Background: an optimization exercise with open tools, aiming at small area. Do not read the settings as production practice.
In this exercise RTL edits were held to simulation tests only and were not proved equivalent to the original.
No run shown here takes its clock network from TritonCTS; it comes from the design's own scripts or RTL.
The clock port is modelled as an ideal driver, which makes a skipped or thinned clock tree look cheaper than it is; a real chip needs a root buffer or a tree.
Power is estimated from default activity; no workload was simulated.

==> design.v <==
module elevator_controller_top(
    input wire clk,
    input wire rst,
    input wire call_up_0,
    input wire call_up_1,
    input wire call_down_1,
    input wire call_down_2,
    input wire select_floor_0,
    input wire select_floor_1,
    input wire select_floor_2,
    output reg [1:0] current_floor,
    output wire door_open,
    output wire moving_up,
    output wire moving_down
);
    reg moving;
    reg sx;
    reg [15:0] mc;              
    reg [2:0] req;
    reg passenger_inside;
    reg [1:0] pd;               
    reg [1:0] target;           
    reg blinking;
    reg door_q;
    reg [8:0] bc;               
    reg [12:0] dt;              
    assign moving_up = moving & sx;
    assign moving_down = moving & ~sx;
    assign door_open = door_q;
    wire floor_reached = ~moving & sx;
    wire idle = ~moving & ~sx;
    wire return_to_zero = ~passenger_inside & pd[0];
    localparam [8:0] BC_SEED = 9'h1fd;
    localparam [8:0] BC_M500 = 9'hef, BC_T500 = 9'hef;   
    localparam [12:0] DT_SEED = 13'h9b7;
    localparam [12:0] DT_M5000 = 13'h17ce, DT_T5000 = 13'h34c;   
    localparam [15:0] MC_SEED = 16'h676b;
    localparam [15:0] MC_M30000 = 16'h5fef, MC_T30000 = 16'h1de5;   
    localparam [15:0] MC_M50000 = 16'hf5fa, MC_T50000 = 16'hf5fa;   
    localparam [15:0] MC_POL = 16'haaaa;
    localparam [12:0] DT_POL = 13'h0aaa;
    wire [15:0] mcs = mc ^ MC_POL;      
    wire [12:0] dts = dt ^ DT_POL;
    wire [8:0] bcs = bc ^ BC_SEED;
    wire move_done = (mcs & MC_M30000) == MC_T30000;
    wire stop_done = (mcs & MC_M50000) == MC_T50000;
    wire blink_wrap = (bcs & BC_M500) == BC_T500;
    wire window_end = (dts & DT_M5000) == DT_T5000;
    wire [15:0] mc_step = {mcs[14:0], ~(mcs[15] ^ mcs[6])};
    wire [8:0] bc_step = {bcs[7:0], ~(bcs[8] ^ bcs[3])};
    wire [12:0] dt_step = {dts[11:0], ~(dts[12] ^ dts[2])};
    wire [1:0] cf = current_floor;
    wire req_here = (~cf[1] & ~cf[0] & req[0]) | (cf[0] & req[1]) | (cf[1] & req[2]);
    wire any_req = |req;
    wire [1:0] next_floor = {sx & cf[0], sx ? ~cf[0] : cf[1]};
    wire pass_on = (sx & ~cf[0] & ~cf[1] & target[1]) |
                   (~sx & cf[1] & ~target[1] & ~target[0]);
    wire arrive = !((sx & cf[0] & ~target[1] & ~target[0]) |
                    (~sx & cf[0] & target[1])) & !pass_on;
    wire go_up = target[1] ? ~cf[1] : (target[0] & ~cf[1] & ~cf[0]);
    always @(posedge clk) begin
        if (idle || (moving && move_done))
            mc <= MC_SEED ^ MC_POL;
        else
            mc <= mc_step ^ MC_POL;
    end
    always @(posedge clk or posedge rst) begin
        if (rst) begin
            current_floor <= 2'd0;
            moving <= 1'b0;
            sx <= 1'b0;
        end else if (moving) begin
            if (move_done) begin
                current_floor <= next_floor;
                if (arrive) begin
                    moving <= 1'b0;
                    sx <= 1'b1;
                end else if (!pass_on) begin
                    moving <= 1'b0;
                    sx <= 1'b0;
                end
            end
        end else if (sx) begin
            if (stop_done)
                sx <= 1'b0;
        end else begin
            if (req_here) begin
                sx <= 1'b1;
            end else if (any_req && target != cf) begin
                moving <= 1'b1;
                sx <= go_up;
            end
        end
    end
    wire accept = !passenger_inside && !pd[0];
    wire any_sel = select_floor_0 || select_floor_1 || select_floor_2;
    wire drop = floor_reached && passenger_inside && cf == pd;
    always @(posedge clk or posedge rst) begin
        if (rst) begin
            req <= 3'b000;
            passenger_inside <= 1'b0;
            pd[0] <= 1'b0;
        end else begin
            if (floor_reached) begin
                case (cf)
                    2'd0: req[0] <= 1'b0;
                    2'd1: req[1] <= 1'b0;
                    2'd2: req[2] <= 1'b0;
                    default: ;
                endcase
            end
            if (drop) begin
                passenger_inside <= 1'b0;
                pd[0] <= cf != 2'd0;
            end else if (floor_reached && return_to_zero && cf == 2'd0)
                pd[0] <= 1'b0;
            if (return_to_zero && !floor_reached)
                req[0] <= 1'b1;
            if (accept) begin
                if (call_up_0 || select_floor_0) req[0] <= 1'b1;
                if (call_up_1 || call_down_1 || select_floor_1) req[1] <= 1'b1;
                if (call_down_2 || select_floor_2) req[2] <= 1'b1;
                if (any_sel) begin
                    passenger_inside <= 1'b1;
                    pd[0] <= !select_floor_2 && select_floor_1;
                end
            end
        end
    end
    always @(posedge clk) begin
        if (accept && any_sel)
            pd[1] <= select_floor_2;
        if (return_to_zero)
            target <= 2'd0;
        else if (passenger_inside)
            target <= pd;
        else if (any_req) begin
            if (req_here)
                target <= cf;
            else if (cf == 2'd0)
                target <= req[1] ? 2'd1 : 2'd2;
            else if (cf == 2'd1)
                target <= req[0] ? 2'd0 : 2'd2;
            else
                target <= req[1] ? 2'd1 : 2'd0;
        end else
            target <= cf;
    end
    always @(posedge clk) begin
        if (blinking)
            dt <= dt_step ^ DT_POL;
        else
            dt <= DT_SEED ^ DT_POL;
    end
    always @(posedge clk or posedge rst) begin
        if (rst) begin
            blinking <= 1'b0;
            door_q <= 1'b0;
            bc <= 9'd0;
        end else begin
            if (blinking)
                bc <= blink_wrap ? 9'd0 : bc_step ^ BC_SEED;
            if (blinking) begin
                if (window_end) begin
                    blinking <= 1'b0;
                    door_q <= 1'b0;
                end else if (blink_wrap)
                    door_q <= !door_q;
            end else if (floor_reached)
                blinking <= 1'b1;
        end
    end
endmodule
==> flow/run.sh <==
#!/bin/bash
# The standard layout (standard.sh), with three changes that only make it smaller:
# - synthesis maps the logic with an area-oriented ABC script (flow/area.abc, run by
#   flow/synth.tcl, which is synth_recipe.tcl with only the ABC script changed);
# - the port buffers are sky130_fd_sc_hd__buf_1;
# - the clock tree is built by flow/manual_cts.tcl: three clkbuf_8 leaf buffers, each
#   driving a third of the registers, under one clkbuf_2 root buffer.
# Everything else, including the repair and routing steps, is standard.sh's.
set -euo pipefail
W=$(pwd)
export FLOW_ABC_SCRIPT=$W/flow/area.abc
export FLOW_CLOCK_LEAVES=3
export FLOW_CLOCK_LEAF_BUF=sky130_fd_sc_hd__clkbuf_8
export FLOW_CLOCK_ROOT_BUF=sky130_fd_sc_hd__clkbuf_2
bash standard.sh \
  SYNTH_SCRIPT=$W/flow/synth.tcl \
  BUFFER_PORTS_ARGS="-buffer_cell sky130_fd_sc_hd__buf_1" \
  PRE_CTS_TCL=$W/flow/manual_cts.tcl \
  finish > $W/standard.log 2>&1
==> flow/area.abc <==
&get -n
&st
&syn2
&dc2
&dch -f
&nf -R 1000
&put
topo
dnsize
==> flow/manual_cts.tcl <==
# Clock tree by hand, in place of clock_tree_synthesis (cts.tcl calls it right after
# this file is sourced). The clock pins are split into FLOW_CLOCK_LEAVES groups of
# nearly equal size by position (k-means with a size cap); each group gets a leaf
# buffer at its centre, and a root buffer at the centre of the leaves, driven by the
# clock port, drives the leaf buffers. Every register sees the same two buffers.
proc clock_tree_synthesis {args} {
  set K $::env(FLOW_CLOCK_LEAVES)
  set block [ord::get_db_block]
  set clk_net [$block findNet clk]
  set pins {}
  foreach iterm [$clk_net getITerms] {
    set inst [$iterm getInst]
    set box [$inst getBBox]
    set x [expr {([$box xMin] + [$box xMax]) / 2.0}]
    set y [expr {([$box yMin] + [$box yMax]) / 2.0}]
    lappend pins [list $iterm $x $y]
  }
  set n [llength $pins]
  set cap [expr {($n + $K - 1) / $K}]
  set pins [lsort -real -index 1 $pins]
  set cx {}; set cy {}
  for {set k 0} {$k < $K} {incr k} {
    set p [lindex $pins [expr {int(($k + 0.5) * $n / $K)}]]
    lappend cx [lindex $p 1]; lappend cy [lindex $p 2]
  }
  for {set it 0} {$it < 30} {incr it} {
    # order pins by how much they lose if not given their nearest centre
    set order {}
    set i 0
    foreach p $pins {
      set ds {}
      for {set k 0} {$k < $K} {incr k} {
        lappend ds [expr {hypot([lindex $p 1] - [lindex $cx $k], [lindex $p 2] - [lindex $cy $k])}]
      }
      set sorted [lsort -real $ds]
      lappend order [list $i [expr {[lindex $sorted end] - [lindex $sorted 0]}] $ds]
      incr i
    }
    set order [lsort -real -decreasing -index 1 $order]
    set count [lrepeat $K 0]
    set assign [lrepeat $n 0]
    foreach o $order {
      set ds [lindex $o 2]
      set best -1; set bd 1e30
      for {set k 0} {$k < $K} {incr k} {
        if {[lindex $count $k] < $cap && [lindex $ds $k] < $bd} { set bd [lindex $ds $k]; set best $k }
      }
      lset assign [lindex $o 0] $best
      lset count $best [expr {[lindex $count $best] + 1}]
    }
    set sx [lrepeat $K 0.0]; set sy [lrepeat $K 0.0]
    foreach p $pins a $assign {
      lset sx $a [expr {[lindex $sx $a] + [lindex $p 1]}]
      lset sy $a [expr {[lindex $sy $a] + [lindex $p 2]}]
    }
    for {set k 0} {$k < $K} {incr k} {
      lset cx $k [expr {[lindex $sx $k] / [lindex $count $k]}]
      lset cy $k [expr {[lindex $sy $k] / [lindex $count $k]}]
    }
  }
  set db [ord::get_db]
  set leaf_master [$db findMaster $::env(FLOW_CLOCK_LEAF_BUF)]
  set root_master [$db findMaster $::env(FLOW_CLOCK_ROOT_BUF)]
  set root [odb::dbInst_create $block $root_master clkbuf_root]
  set root_net [odb::dbNet_create $block clknet_root]
  $root_net setSigType CLOCK
  set rx 0.0; set ry 0.0
  for {set k 0} {$k < $K} {incr k} {
    set leaf [odb::dbInst_create $block $leaf_master clkbuf_leaf_$k]
    set net [odb::dbNet_create $block clknet_leaf_$k]
    $net setSigType CLOCK
    [$leaf findITerm A] connect $root_net
    [$leaf findITerm X] connect $net
    set w [[$leaf getMaster] getWidth]; set h [[$leaf getMaster] getHeight]
    $leaf setLocation [expr {int([lindex $cx $k] - $w / 2)}] [expr {int([lindex $cy $k] - $h / 2)}]
    $leaf setPlacementStatus PLACED
    set rx [expr {$rx + [lindex $cx $k]}]; set ry [expr {$ry + [lindex $cy $k]}]
    foreach p $pins a $assign {
      if {$a == $k} { set t [lindex $p 0]; $t disconnect; $t connect $net }
    }
    puts "manual_cts: leaf $k drives [lindex $count $k] clock pins"
  }
  [$root findITerm A] connect $clk_net
  [$root findITerm X] connect $root_net
  $root setLocation [expr {int($rx / $K)}] [expr {int($ry / $K)}]
  $root setPlacementStatus PLACED
}
==> flow/synth.tcl <==
# The standard synthesis (synth_recipe.tcl), with ABC's technology mapping run from
# this flow's area-oriented script instead of ORFS's speed script. Registers are mapped
# before ABC runs, so they come out the same as in the standard synthesis.
proc synth {args} { yosys synth -nofsm -noshare {*}$args }
proc abc {args} {
  set i [lsearch -exact $args -script]
  if { $i >= 0 } {
    lset args [expr { $i + 1 }] $::env(FLOW_ABC_SCRIPT)
  }
  yosys abc {*}$args
}
source $::env(SCRIPTS_DIR)/synth.tcl
# left out here: clear keep_hierarchy, flatten, clean up, hide names made inside functions, write 1_2_yosys.v
==> standard.sh <==
#!/bin/bash
# synth_recipe.tcl (not shown) runs the flow's synth.tcl, then flattens the netlist and writes it again
# the make line also repeats each setting of config.mk as NAME=value (left out here)
make -C /OpenROAD-flow-scripts/flow DESIGN_CONFIG=/design/flow/config.mk WORK_HOME=/design/flow/orfs CLKGATE_MAP_FILE= SYNTH_SCRIPT=/design/flow/synth_recipe.tcl "${@:-finish}"
==> config.mk <==
export PLATFORM = sky130hd
export DESIGN_NAME = elevator_controller_top
export DESIGN_NICKNAME = elevator_controller_top
export VERILOG_FILES = /design/flow/design.v
export SDC_FILE = /design/flow/constraint.sdc
export NUM_CORES = 4
export LEC_CHECK = 0
export CAP_MARGIN = 20
export CORE_MARGIN = 2
export CORE_UTILIZATION = 40
export SLEW_MARGIN = 20
==> constraint.sdc <==
create_clock -name core_clock -period 10.0 [get_ports {clk}]
set_input_delay 2.0000 -clock core_clock [delete_from_list [all_inputs] [get_ports {clk}]]
set_output_delay 2.0000 -clock core_clock [all_outputs]
set_load 0.01 [all_outputs]
==> flow_metrics.tcl, run 1 <==
set metrics [dict create \
    fin_crit_sh 0.322 \
    syn_to_final_growth_pct 8.55 \
    row_count 25 \
    r2r-end "mc[12]" \
    ys_async_sr_fraction 0.385 \
    setup_ws_ns 6.78 \
    fp.dieArea_mm2 0.00533 \
    hp-start "dt[0]" \
    outcome "finished clean" \
    max_freq_mhz 310 \
    hold_buffers 0 \
    multi_input_area_um2 741 \
    place_ws_ns 7.17 \
    r2r_cells 6 \
    cp.depth 1 \
    crit_end "current_floor[1]" \
    hpwl_mm 2.33 \
    path_cells "buf_1" \
    critical_path_buf_inv_count 1 \
    worst-setup-path-type "flip-flop to primary output" \
    rsz0062_at_grt "no" \
    synth_area_mm2 0.00190 \
    track_usage 0.127 \
    grt_max_degree 21 \
    slowest_stage "dfrtp_1" \
    die_x_um 73.0 \
    vdd_ir_drop_max_mv 0.131 \
    grt_pass1_vias 1232 \
    ios 14 \
    grt-ovfl-total 0 \
    skew_ns 0.0143 \
    antenna_cells 0 \
    tns_ns 0 \
    final_layout_size_suffix_gt1_frac 0.0194 \
    die-height_um 73.0 \
    hp-class "flip-flop to flip-flop" \
    slew_headroom 0.358 \
    avgSynthCellArea_um2 10.1 \
    clkLatencyLatePin_ns 0.36 \
    finalWirelength_mm 3.36 \
    drt_iter0_drc 89 \
    p_leak_nw 0.822 \
    fillers 443 \
    antenna_found_initial 0 \
    viasPerCell 5.12 \
    coreArea_mm2 0.00466 \
    worst_pin_slew_ns 0.953 \
    fin_nets 217 \
    yosysSeqAreaShare 0.605 \
    setup_viol_count_final 0 \
    finalPower_uw 299 \
    ys_ff_latch 52 \
    drv_slew 0 \
    post_cts_buffers 0 \
    post_cts_resized 0 \
    synth_edf_count 1 \
    cap_violations 0 \
    drc_errors 0 \
    syn_nets 198 \
    dominantRegCellSynth "dfxtp_1" \
    cp_slowest_stage_delay_ns 0.66 \
    clk_pin_slew_ns 0.11 \
    period_needed_ns 3.22 \
    regArea_mm2 0.00115 \
    endpoint_kind "primary output" \
    yosysUniqueCellTypes 31 \
    powerDensity_mw_per_mm2 145 \
    rrSetupSlack_ns 7.78 \
    firstDrtPassIters 4 \
    crit_fanout 16 \
    r2r-start "mc[6]" \
    cp.arrival_ns 1.22 \
    wl_per_cell_um 12.9 \
    drtAntennaViolNets 0 \
    required_ns 8.00 \
    critPathLaunchType "flip-flop" \
    ys_warn_count 1 \
    critPathTopFamily "flip-flops" \
    crit_start "current_floor[1]" \
    grt_pass1_wl_mm 5.64 \
    portBuffers 13 \
    place.gp.congestion 0.819 \
    initial_utilization 0.408 \
    netlist_instances 189 \
    hold_viol 0 \
    vias 1332 \
]
-- cells in the mapped netlist, types with 2 or more instances --
library cell  count  area share
nor4_1            2      0.0066
clkinv_1          3      0.0059
nand3b_1          2      0.0079
a21oi_1           8       0.021
dfrtp_1          20        0.26
mux2_1            4       0.024
xor2_1            3       0.014
nand3_1           4       0.011
or4b_1            4       0.021
nand4b_1          2      0.0092
or3_1             2      0.0066
nand2b_1          6       0.020
dfxtp_1          31        0.33
nor2b_1           3      0.0099
o21a_1            2      0.0079
xnor2_1           3       0.014
nor3_1            4       0.011
nand2_1          33       0.065
o31ai_1           4       0.016
nor2_1           28       0.055
o41ai_1           2      0.0092
o21ai_0          10       0.026
-- layout make-up --
class | count | area share
plain buffers | 4 | 0.0224
inverters | 3 | 0.00545
multi-input cells | 134 | 0.359
flip-flops and latches | 52 | 0.557
well taps | 54 | 0.0327
repair buffers | 13 | 0.0236
-- sequential cells by signal, indices dropped and copies added, names as in the netlist --
signal,cells
mc,16
dt,13
bc,9
req,3
current_floor,2
pd,2
target,2
blinking,1
door_q,1
moving,1
passenger_inside,1
sx,1
-- worst min path at each step --
stage	end	slack (ns)	depth (start not counted)
after floorplan	mc[8]	0.35	1
after global placement	dt[1]	0.36	1
after detailed placement	mc[8]	0.36	1
after CTS	mc[11]	0.37	1
after global routing	dt[12]	0.40	1
final	dt[1]	0.38	1
-- where the power goes --
part,switching (mW),total [mW],internal (mW)
Clock,0.0572,0.0871,0.0299
Combinational,0.00226,0.00304,0.000781
Sequential,0,0.209,0.209
Total,0.0594,0.299,0.239
-- stage by stage --
stage          hold slack (ns)  cells  utilization  instance area (um^2)
5_1_grt                  0.395    260        0.443                  2070
4_1_cts                  0.367    260        0.443                  2070
3_5_place_dp             0.362    256        0.433                  2020
2_1_floorplan            0.354    189            -                  1900
6_report                 0.383    260        0.443                  2070
3_3_place_gp             0.364    256        0.433                  2020
-- kinds of logic (layout without fill, tap and decap cells) --
family / after synthesis / in the layout / share of synthesized area
XOR/XNOR: 6 / 6 / 0.0276
AND/OR/NAND/NOR: 92 / 92 / 0.229
flip-flops: 52 / 52 / 0.605
AO/OA/AOI/OAI: 31 / 31 / 0.104
multiplexers: 5 / 5 / 0.0289
buffers and inverters: 3 / 20 / 0.00592
-- cells in the final DEF, fill, tap and decap left out --
master and count:
a21oi_1 8, a22oi_1 1, a32o_1 1, a32oi_1 1, and2_0 1, buf_1 13
clkbuf_2 1, clkbuf_8 3, clkinv_1 3, dfrtp_1 20, dfxtp_1 31, edfxtp_1 1
mux2_1 4, mux2i_1 1, nand2_1 33, nand2b_1 6, nand3_1 4, nand3b_1 2
nand4_1 1, nand4b_1 2, nor2_1 28, nor2b_1 3, nor3_1 4, nor4_1 2
o21a_1 2, o21ai_0 10, o31a_1 1, o31ai_1 4, o32a_1 1, o41ai_1 2
or3_1 2, or4b_1 4, xnor2_1 3, xor2_1 3
-- routing by layer --
layer,GRT usage,share of wire,vias to the layer above
li1,-,-,687
met1,0.201,0.53,621
met2,0.193,0.43,20
met3,0.0124,0.032,4
met4,0.0185,0.014,0
met5,0,0,-
==> run 2: changes to the inputs <==
==> flow/area.abc (replaced) <==
&get -n
&st
&syn2
&dc2
&dch -f
&nf -R 1000
&put
topo
dnsize
strash
&get -n
&st
&syn2
&dc2
&dch -f
&nf -R 1000
&put
topo
dnsize
==> flow_metrics.tcl, run 2 <==
set metrics [dict create \
    slew_headroom 0.436 \
    fillers 470 \
    syn_nets 193 \
    hold_viol 0 \
    largest_reg_flops 16 \
    post_dp_cell_area_mm2 0.00201 \
    vias 1327 \
    fin_crit_sh 0.329 \
    grt_pass1_vias 1283 \
    grt_max_degree 21 \
    track_usage 0.136 \
    tns_ns 0 \
    yosysSeqAreaShare 0.608 \
    avgSynthCellArea_um2 10.3 \
    clk_pin_slew_ns 0.11 \
    initial_utilization 0.409 \
    firstDrtPassIters 4 \
    netlist_instances 184 \
    synth_area_leaders "dfxtp_1 (33%), dfrtp_1 (26%), nand2_1 (5.6%), nor2_1 (4.8%), o21ai_0 (4.5%)" \
    clkLatencyLatePin_ns 0.37 \
    whs_ns 0.379 \
    viasPerCell 5.20 \
    outcome "finished clean" \
    worst-setup-path-type "flip-flop to primary output" \
    portBuffers 13 \
    antenna_found_initial 0 \
    hold_buffers 0 \
    stdcell_area_mm2 0.00205 \
    die-height_um 72.8 \
    p_leak_nw 0.803 \
    vdd_ir_drop_max_mv 0.0749 \
    grt_pass1_wl_mm 6.03 \
    crit_fanout 10 \
    syn_to_final_growth_pct 8.60 \
    synth_top_area_frac 0.328 \
    yosysUniqueCellTypes 34 \
    place.gp.congestion 0.807 \
    drc_errors 0 \
    dominantRegCellSynth "dfxtp_1" \
    synth_area_mm2 0.00189 \
    cp.arrival_ns 1.29 \
    grt-ovfl-total 0 \
    wl_per_cell_um 13.0 \
    yosysMostFrequentCell "dfxtp_1" \
    rsz0062_at_grt "no" \
    synth_edf_count 1 \
    regArea_mm2 0.00115 \
    multi_input_area_um2 726 \
    ys_ff_latch 52 \
    synth.top_cells.by_count "dfxtp_1 (31), nand2_1 (28), nor2_1 (24)" \
    ios 14 \
    coreArea_mm2 0.00463 \
    largest-register "mc" \
    critPathLaunchType "flip-flop" \
    max_freq_mhz 304 \
    powerDensity_mw_per_mm2 145 \
    finalWirelength_mm 3.31 \
    die_x_um 72.8 \
    fin_cells 255 \
    dp.cells 251 \
    antenna_cells 0 \
    drt_iter0_drc 173 \
    ys_async_sr_fraction 0.385 \
    hp-class "flip-flop to flip-flop" \
    final_common_cell "dfxtp_1" \
    setup_viol_count_final 0 \
    reg_top3 "mc (16), dt (13), bc (9)" \
    layout_common_cells "dfxtp_1 (31), nand2_1 (28), nor2_1 (24), dfrtp_1 (20), o21ai_0 (17)" \
    row_count 25 \
    required_ns 8.00 \
    endpoint_kind "primary output" \
    final_layout_size_suffix_gt1_frac 0.0199 \
    finalPower_uw 298 \
    post_cts_resized 0 \
    worst_pin_slew_ns 0.838 \
    yosys.area.top_type "dfxtp_1" \
    cap_violations 0 \
    fp.dieArea_mm2 0.00530 \
    drtAntennaViolNets 0 \
    hpwl_mm 2.35 \
    skew_ns 0.0170 \
    post_cts_buffers 0 \
    period_needed_ns 3.29 \
    drv_slew 0 \
    fin_nets 212 \
    ys_warn_count 1 \
]
-- run 2: final timing paths --
kind | start | to | slack (ns) | cells past startpoint
min in group asynchronous | rst | moving | 1.61 | 2
setup / recovery | sx | moving_up | 6.71 | 2
hold reg to reg | dt[5] | dt[6] | 0.38 | 1
setup reg to reg | mc[6] | mc[13] | 7.84 | 6
hold / removal | dt[5] | dt[6] | 0.38 | 1
max in group asynchronous | rst | passenger_inside | 8.03 | 2
-- run 2: stage by stage --
step / utilization / setup slack (ns)
finish: 0.444 / 6.71
global route: 0.444 / 6.58
CTS: 0.444 / 7.13
detailed placement: 0.434 / 7.13
global placement: 0.434 / 7.15
floorplan: - / 7.31
-- run 2: logic make-up (layout without fill, tap and decap cells) --
group           after synthesis  in the layout  synth area share
simple gates                 78             78             0.200
flops                        52             52             0.608
compound gates               39             39             0.126
xor+xnor                      6              6            0.0278
mux                           5              5            0.0291
buf+inv                       4             21           0.00793
-- run 2: per-layer routing --
layer  up-vias  wire [um]  GRT usage
met3         5        122     0.0166
met4         0         69     0.0288
met2        20       1410      0.202
met1       618       1710      0.214
li1        684          -          -
met5         -          0          0
-- run 2: layout make-up --
class / count / share of cell area
Buffer: 4 / 0.0225
Inverter: 4 / 0.00731
Multi-Input combinational cell: 128 / 0.353
Sequential cell: 52 / 0.560
Tap cell: 54 / 0.0329
Timing Repair Buffer: 13 / 0.0238
-- run 2: critical path: stages (launching register included) --
cell	delay (ns)
dfrtp_1	0.51
and2_0	0.25
buf_1	0.17
-- run 2: power breakdown --
group	internal (mW)	leakage, nW	switching (mW)
Clock	0.0299	0.0257	0.0569
Sequential	0.209	0.505	0
Combinational	0.000730	0.272	0.00204
==> run 3: changes to the inputs <==
--- a/design.v
+++ b/design.v
@@ -34,9 +34,9 @@
     localparam [8:0] BC_M500 = 9'hef, BC_T500 = 9'hef;   
     localparam [12:0] DT_SEED = 13'h9b7;
     localparam [12:0] DT_M5000 = 13'h17ce, DT_T5000 = 13'h34c;   
-    localparam [15:0] MC_SEED = 16'h676b;
-    localparam [15:0] MC_M30000 = 16'h5fef, MC_T30000 = 16'h1de5;   
-    localparam [15:0] MC_M50000 = 16'hf5fa, MC_T50000 = 16'hf5fa;   
+    localparam [15:0] MC_SEED = 16'h3192;
+    localparam [15:0] MC_M30000 = 16'hb7fb, MC_T30000 = 16'h925a;   
+    localparam [15:0] MC_M50000 = 16'hbfff, MC_T50000 = 16'h9a5d;   
     localparam [15:0] MC_POL = 16'haaaa;
     localparam [12:0] DT_POL = 13'h0aaa;
     wire [15:0] mcs = mc ^ MC_POL;      
@@ -46,7 +46,7 @@
     wire stop_done = (mcs & MC_M50000) == MC_T50000;
     wire blink_wrap = (bcs & BC_M500) == BC_T500;
     wire window_end = (dts & DT_M5000) == DT_T5000;
-    wire [15:0] mc_step = {mcs[14:0], ~(mcs[15] ^ mcs[6])};
+    wire [15:0] mc_step = {mcs[14:0], ~(mcs[15] ^ mcs[12])};
     wire [8:0] bc_step = {bcs[7:0], ~(bcs[8] ^ bcs[3])};
     wire [12:0] dt_step = {dts[11:0], ~(dts[12] ^ dts[2])};
     wire [1:0] cf = current_floor;
--- a/flow/run.sh
+++ b/flow/run.sh
@@ -4,14 +4,14 @@
 #   flow/synth.tcl, which is synth_recipe.tcl with only the ABC script changed);
 # - the port buffers are sky130_fd_sc_hd__buf_1;
 # - the clock tree is built by flow/manual_cts.tcl: three clkbuf_8 leaf buffers, each
-#   driving a third of the registers, under one clkbuf_2 root buffer.
+#   driving a third of the registers, under one clkbuf_1 root buffer.
 # Everything else, including the repair and routing steps, is standard.sh's.
 set -euo pipefail
 W=$(pwd)
 export FLOW_ABC_SCRIPT=$W/flow/area.abc
 export FLOW_CLOCK_LEAVES=3
 export FLOW_CLOCK_LEAF_BUF=sky130_fd_sc_hd__clkbuf_8
-export FLOW_CLOCK_ROOT_BUF=sky130_fd_sc_hd__clkbuf_2
+export FLOW_CLOCK_ROOT_BUF=sky130_fd_sc_hd__clkbuf_1
 bash standard.sh \
   SYNTH_SCRIPT=$W/flow/synth.tcl \
   BUFFER_PORTS_ARGS="-buffer_cell sky130_fd_sc_hd__buf_1" \
==> flow_metrics.tcl, run 3 <==
set metrics [dict create \
    synth_area_leaders "dfxtp_1 (33%), dfrtp_1 (27%), nand2_1 (6.2%), nor2_1 (6.0%), o21ai_0 (2.9%)" \
    clkLatencyLatePin_ns 0.47 \
    hpwl_mm 2.29 \
    track_usage 0.133 \
    vdd_ir_drop_max_mv 0.0845 \
    ys_warn_count 1 \
    fin_cells 258 \
    grt_max_degree 21 \
    post_dp_cell_area_mm2 0.00200 \
    die-height_um 72.7 \
    hold_viol 0 \
    final_layout_size_suffix_gt1_frac 0.0146 \
    period_needed_ns 3.41 \
    skew_ns 0.0105 \
    crit_fanout 10 \
    whs_ns 0.371 \
    drt_iter0_drc 65 \
    wl_met3_um 106 \
    wl_per_cell_um 12.7 \
    met1_length_mm 1.67 \
    slew_headroom 0.396 \
    cap_violations 0 \
    regArea_mm2 0.00115 \
    synth_area_mm2 0.00189 \
    antenna_cells 0 \
    worst_pin_slew_ns 0.897 \
    critPathLaunchType "flip-flop" \
    p_leak_nw 0.819 \
    hp-class "flip-flop to flip-flop" \
    fin_nets 217 \
    fin_util 0.460 \
    finalPower_uw 297 \
    synth.top_cells.by_count "dfxtp_1 (31), nand2_1 (31), nor2_1 (30)" \
    powerDensity_mw_per_mm2 145 \
    syn_nets 198 \
    drc_errors 0 \
    muxShareOfSynthArea 0.0345 \
    synth_edf_count 1 \
    coreArea_mm2 0.00444 \
    antenna_found_initial 0 \
    multi_input_area_um2 716 \
    synth-compound-area-share 0.113 \
    reg_top3 "mc (16), dt (13), bc (9)" \
    hold_buffers 0 \
    post_cts_resized 0 \
    cp.arrival_ns 1.41 \
    tns_ns 0 \
    netlist_instances 189 \
    die_x_um 72.7 \
    largest-register "mc" \
    setup_ws_ns 6.59 \
    outcome "finished clean" \
    synth_fa_ha_area_frac 0 \
    largest_reg_flops 16 \
    worst-setup-path-type "flip-flop to primary output" \
    clk_pin_slew_ns 0.11 \
    initial_utilization 0.424 \
    fp.dieArea_mm2 0.00528 \
    vias 1326 \
    grt-ovfl-total 0 \
    stdcell_area_mm2 0.00204 \
    viasPerCell 5.14 \
    setup_viol_count_final 0 \
    rsz0062_at_grt "no" \
    place_ws_ns 7.12 \
    drtAntennaViolNets 0 \
    grt_pass1_vias 1302 \
    row_count 24 \
    post_cts_buffers 0 \
    drv_slew 0 \
    endpoint_kind "primary output" \
    met2WireLength_mm 1.46 \
    max_freq_mhz 294 \
    top_layer "met4" \
    synth_top_area_frac 0.329 \
    dominantRegCellSynth "dfxtp_1" \
    ys_async_sr_fraction 0.385 \
    avgSynthCellArea_um2 9.98 \
    layout_common_cells "nand2_1 (31), dfxtp_1 (31), nor2_1 (30), dfrtp_1 (20), buf_1 (13)" \
    required_ns 8.00 \
    syn_to_final_growth_pct 8.43 \
    finalWirelength_mm 3.27 \
    ios 14 \
    synth_top_family_by_area "simple AND/OR/NAND/NOR gates" \
    fin_crit_sh 0.341 \
    synth-simple-area-share 0.204 \
    yosysUniqueCellTypes 34 \
    fillers 441 \
    firstDrtPassIters 4 \
    grt_pass1_wl_mm 5.87 \
    ys_ff_latch 52 \
    yosysSeqAreaShare 0.610 \
    place.gp.congestion 0.810 \
    portBuffers 13 \
    dp.cells 254 \
    yosys.area.top_type "dfxtp_1" \
    synthXorXnorAreaFrac 0.0279 \
]
run 3: path summary, 6_finish.rpt:
path,startpoint,to,slack (ns),cells after the start
setup / recovery,sx,moving_up,6.59,2
hold / removal,dt[11],dt[12],0.37,1
setup reg to reg,blinking,door_q,8.03,5
hold reg to reg,dt[11],dt[12],0.37,1
max in group asynchronous,rst,req[2],8.12,2
min in group asynchronous,rst,req[1],1.52,2
run 3: per-layer routing:
layer / global-route usage / vias to the layer above
met1: 0.193 / 617
met4: 0.0123 / 0
met3: 0.0138 / 4
li1: - / 686
met2: 0.223 / 19
met5: 0 / -
run 3: critical path, stage by stage, from the launching register on:
cell and delay, ns:
dfrtp_1 0.55, and2_0 0.23, buf_1 0.16
run 3: final cells by class:
type                    instances  area share
repair buffers                 13      0.0239
inverters                       5     0.00918
plain buffers                   4      0.0220
flip-flops and latches         52       0.563
well taps                      52      0.0318
multi-input cells             132       0.350
run 3: cells by family (layout without fill, tap and decap cells):
kind of cell           count (synthesis)  count (layout)
XOR/XNOR                               6               6
flip-flops                            52              52
AO/OA/AOI/OAI                         34              34
AND/OR/NAND/NOR                       86              86
buffers and inverters                  5              22
multiplexers                           6               6
run 3: power by group:
part           switching (mW)  internal [mW]  leakage, nW
logic                 0.00204       0.000728        0.287
registers                   0          0.209        0.509
clock network          0.0574         0.0284       0.0228
==> run 4: changes to the inputs <==
--- a/flow/run.sh
+++ b/flow/run.sh
@@ -3,14 +3,14 @@
 # - synthesis maps the logic with an area-oriented ABC script (flow/area.abc, run by
 #   flow/synth.tcl, which is synth_recipe.tcl with only the ABC script changed);
 # - the port buffers are sky130_fd_sc_hd__buf_1;
-# - the clock tree is built by flow/manual_cts.tcl: three clkbuf_8 leaf buffers, each
+# - the clock tree is built by flow/manual_cts.tcl: three buf_6 leaf buffers, each
 #   driving a third of the registers, under one clkbuf_1 root buffer.
 # Everything else, including the repair and routing steps, is standard.sh's.
 set -euo pipefail
 W=$(pwd)
 export FLOW_ABC_SCRIPT=$W/flow/area.abc
 export FLOW_CLOCK_LEAVES=3
-export FLOW_CLOCK_LEAF_BUF=sky130_fd_sc_hd__clkbuf_8
+export FLOW_CLOCK_LEAF_BUF=sky130_fd_sc_hd__buf_6
 export FLOW_CLOCK_ROOT_BUF=sky130_fd_sc_hd__clkbuf_1
 bash standard.sh \
   SYNTH_SCRIPT=$W/flow/synth.tcl \
--- a/config.mk
+++ b/config.mk
@@ -8,4 +8,5 @@
 export CAP_MARGIN = 20
 export CORE_MARGIN = 2
 export CORE_UTILIZATION = 40
+export PLACE_DENSITY = 0.9
 export SLEW_MARGIN = 20
==> flow_metrics.tcl, run 4 <==
set metrics [dict create \
    drc_errors 0 \
    synth_area_leaders "dfxtp_1 (33%), dfrtp_1 (27%), nand2_1 (6.2%), nor2_1 (6.0%), o21ai_0 (2.9%)" \
    drtAntennaViolNets 0 \
    ios 14 \
    hold_path_depth 1 \
    fin_cells 258 \
    syn_nets 198 \
    outcome "finished clean" \
    r2r-end "door_q" \
    grt_max_degree 21 \
    syn_to_final_growth_pct 8.03 \
    track_usage 0.121 \
    place_ws_ns 7.08 \
    hold_buffers 0 \
    drv_slew 0 \
    powerDensity_mw_per_mm2 144 \
    yosysSeqAreaShare 0.610 \
    hold_viol 0 \
    vdd_ir_drop_max_mv 0.0868 \
    reg_top3 "mc (16), dt (13), bc (9)" \
    clk_pin_slew_ns 0.11 \
    dp.cells 254 \
    fin_crit_sh 0.345 \
    ys_async_sr_fraction 0.385 \
    tns_ns 0 \
    slowest_stage "dfrtp_1" \
    cap_violations 0 \
    portBuffers 13 \
    viasPerCell 5.23 \
    hp-class "flip-flop to flip-flop" \
    antenna_cells 0 \
    p_leak_nw 0.815 \
    skew_ns 0.0141 \
    setup_ws_ns 6.55 \
    largest-register "mc" \
    hp-start "mc[14]" \
    synth.top_cells.by_count "dfxtp_1 (31), nand2_1 (31), nor2_1 (30)" \
    grt_pass1_vias 1254 \
    cp.arrival_ns 1.45 \
    dominantRegCellSynth "dfxtp_1" \
    rrSetupSlack_ns 8.04 \
    yosys.area.top_type "dfxtp_1" \
    die_x_um 72.7 \
    die-height_um 72.7 \
    critical_path_buf_inv_count 1 \
    synth_edf_count 1 \
    synth_area_mm2 0.00189 \
    drt_iter0_drc 65 \
    endpoint_kind "primary output" \
    slew_headroom 0.447 \
    post_cts_buffers 0 \
    r2r-start "blinking" \
    post_cts_resized 0 \
    finalWirelength_mm 3.08 \
    critPathTopFamily "flip-flops" \
    fin_util 0.458 \
    coreArea_mm2 0.00444 \
    required_ns 8.00 \
    worst_pin_slew_ns 0.821 \
    place.gp.congestion 0.871 \
    layout_common_cells "nand2_1 (31), dfxtp_1 (31), nor2_1 (30), dfrtp_1 (20), buf_1 (13)" \
    antenna_found_initial 0 \
    vias 1349 \
    r2r_cells 5 \
    grt-ovfl-total 0 \
    initial_utilization 0.424 \
    wl_per_cell_um 11.9 \
    critPathLaunchType "flip-flop" \
    ys_ff_latch 52 \
    setup_viol_count_final 0 \
    max_freq_mhz 290 \
    ys_warn_count 1 \
    netlist_instances 189 \
    rsz0062_at_grt "no" \
    firstDrtPassIters 4 \
    crit_fanout 10 \
    path_cells "and2_0 -> buf_1" \
    row_count 24 \
    whs_endpoint "mc[15]" \
    clkLatencyLatePin_ns 0.48 \
    yosysUniqueCellTypes 34 \
    grt_pass1_wl_mm 5.35 \
    hpwl_mm 2.22 \
    fin_nets 217 \
    final_layout_size_suffix_gt1_frac 0.0146 \
    period_needed_ns 3.45 \
    avgSynthCellArea_um2 9.98 \
    worst-setup-path-type "flip-flop to primary output" \
    synth_top_area_frac 0.329 \
    largest_reg_flops 16 \
    cp_slowest_stage_delay_ns 0.54 \
    fp.dieArea_mm2 0.00528 \
]
-- run 4: cell families after synthesis --
| kind of cell | count (synthesis) | synth area share |
|---|---|---|
| AOI/OAI and AO/OA | 34 | 0.113 |
| xor gates and xnor gates | 6 | 0.0279 |
| buffers and inverters | 5 | 0.00995 |
| DFF | 52 | 0.610 |
| muxes | 6 | 0.0345 |
| and+or+nand+nor | 86 | 0.204 |
-- run 4: worst max-delay path by stage --
stage	start	end	slack, ns	cells past startpoint
final	sx	moving_up	6.55	2
after global routing	sx	moving_up	6.48	2
after CTS	sx	moving_up	7.07	2
after detailed placement	sx	moving_up	7.08	2
after global placement	sx	moving_up	7.14	2
after floorplan	sx	moving_up	7.28	1
-- run 4: metal layers --
metal	wire length (um)	global-route usage	part of all wire
met4	79	0.0350	0.026
met5	0	0	0
met3	117	0.00967	0.038
met1	1470	0.169	0.48
met2	1410	0.202	0.46
-- run 4: per-stage QoR --
step	area, um^2	hold WS (ns)	power [mW]
global placement	2000	0.350	0.216
detailed placement	2000	0.359	0.216
floorplan	1890	0.343	0.215
finish	2040	0.380	0.294
CTS	2040	0.356	0.278
global route	2040	0.398	0.305
-- run 4: area by class of cell --
cell class / instances / area, um^2
timing repair buffer: 13 / 48.8
sequential: 52 / 1150
buffer: 4 / 37.5
fill: 418 / 2410
multi-input combinational: 132 / 716
tap: 52 / 65.1
inverter: 5 / 18.8
-- run 4: power breakdown --
group	internal, mW	switching, mW	total (mW)	leakage, nW
Clock	0.0246	0.0573	0.0820	0.0193
Sequential	0.209	0	0.209	0.509
Combinational	0.000729	0.00203	0.00276	0.287
Total	0.234	0.0594	0.294	0.815
-- run 4: worst register-to-register path: stages, from the launching register on --
cell	delay [ns]
dfrtp_1	0.74
clkinv_1	0.40
nor2_1	0.22
and3_1	0.26
xnor2_1	0.15
nor2_1	0.07

[re-timing with driven ports]
No port has a modelled driver above. Below, the same layouts with a new extraction and two added sets of constraints. Step 1, drivers: a clkbuf_16 drives clk and a buf_2 each remaining input, both assumed. Step 2 moves the port delays by t, midway between the first and last clock arrival at a register: inputs arrive t later, outputs are due t later. That takes back most of the time a late clock gives input paths. a / b / c = ideal / step 1 / step 2; a / b = the first two.
run | t (ns) | setup slack, ns | worst setup path at the end | pins driven straight from the clock port
run 1 | 0.375 | 6.776 / 6.753 / 7.128 | register to output | 1
run 2 | 0.383 | 6.712 / 6.687 / 7.070 | register to output | 1
run 3 | 0.481 | 6.593 / 6.571 / 7.052 | register to output | 1
run 4 | 0.498 | 6.549 / 6.526 / 7.024 | register to output | 1
After both steps every run listed still meets setup and hold.
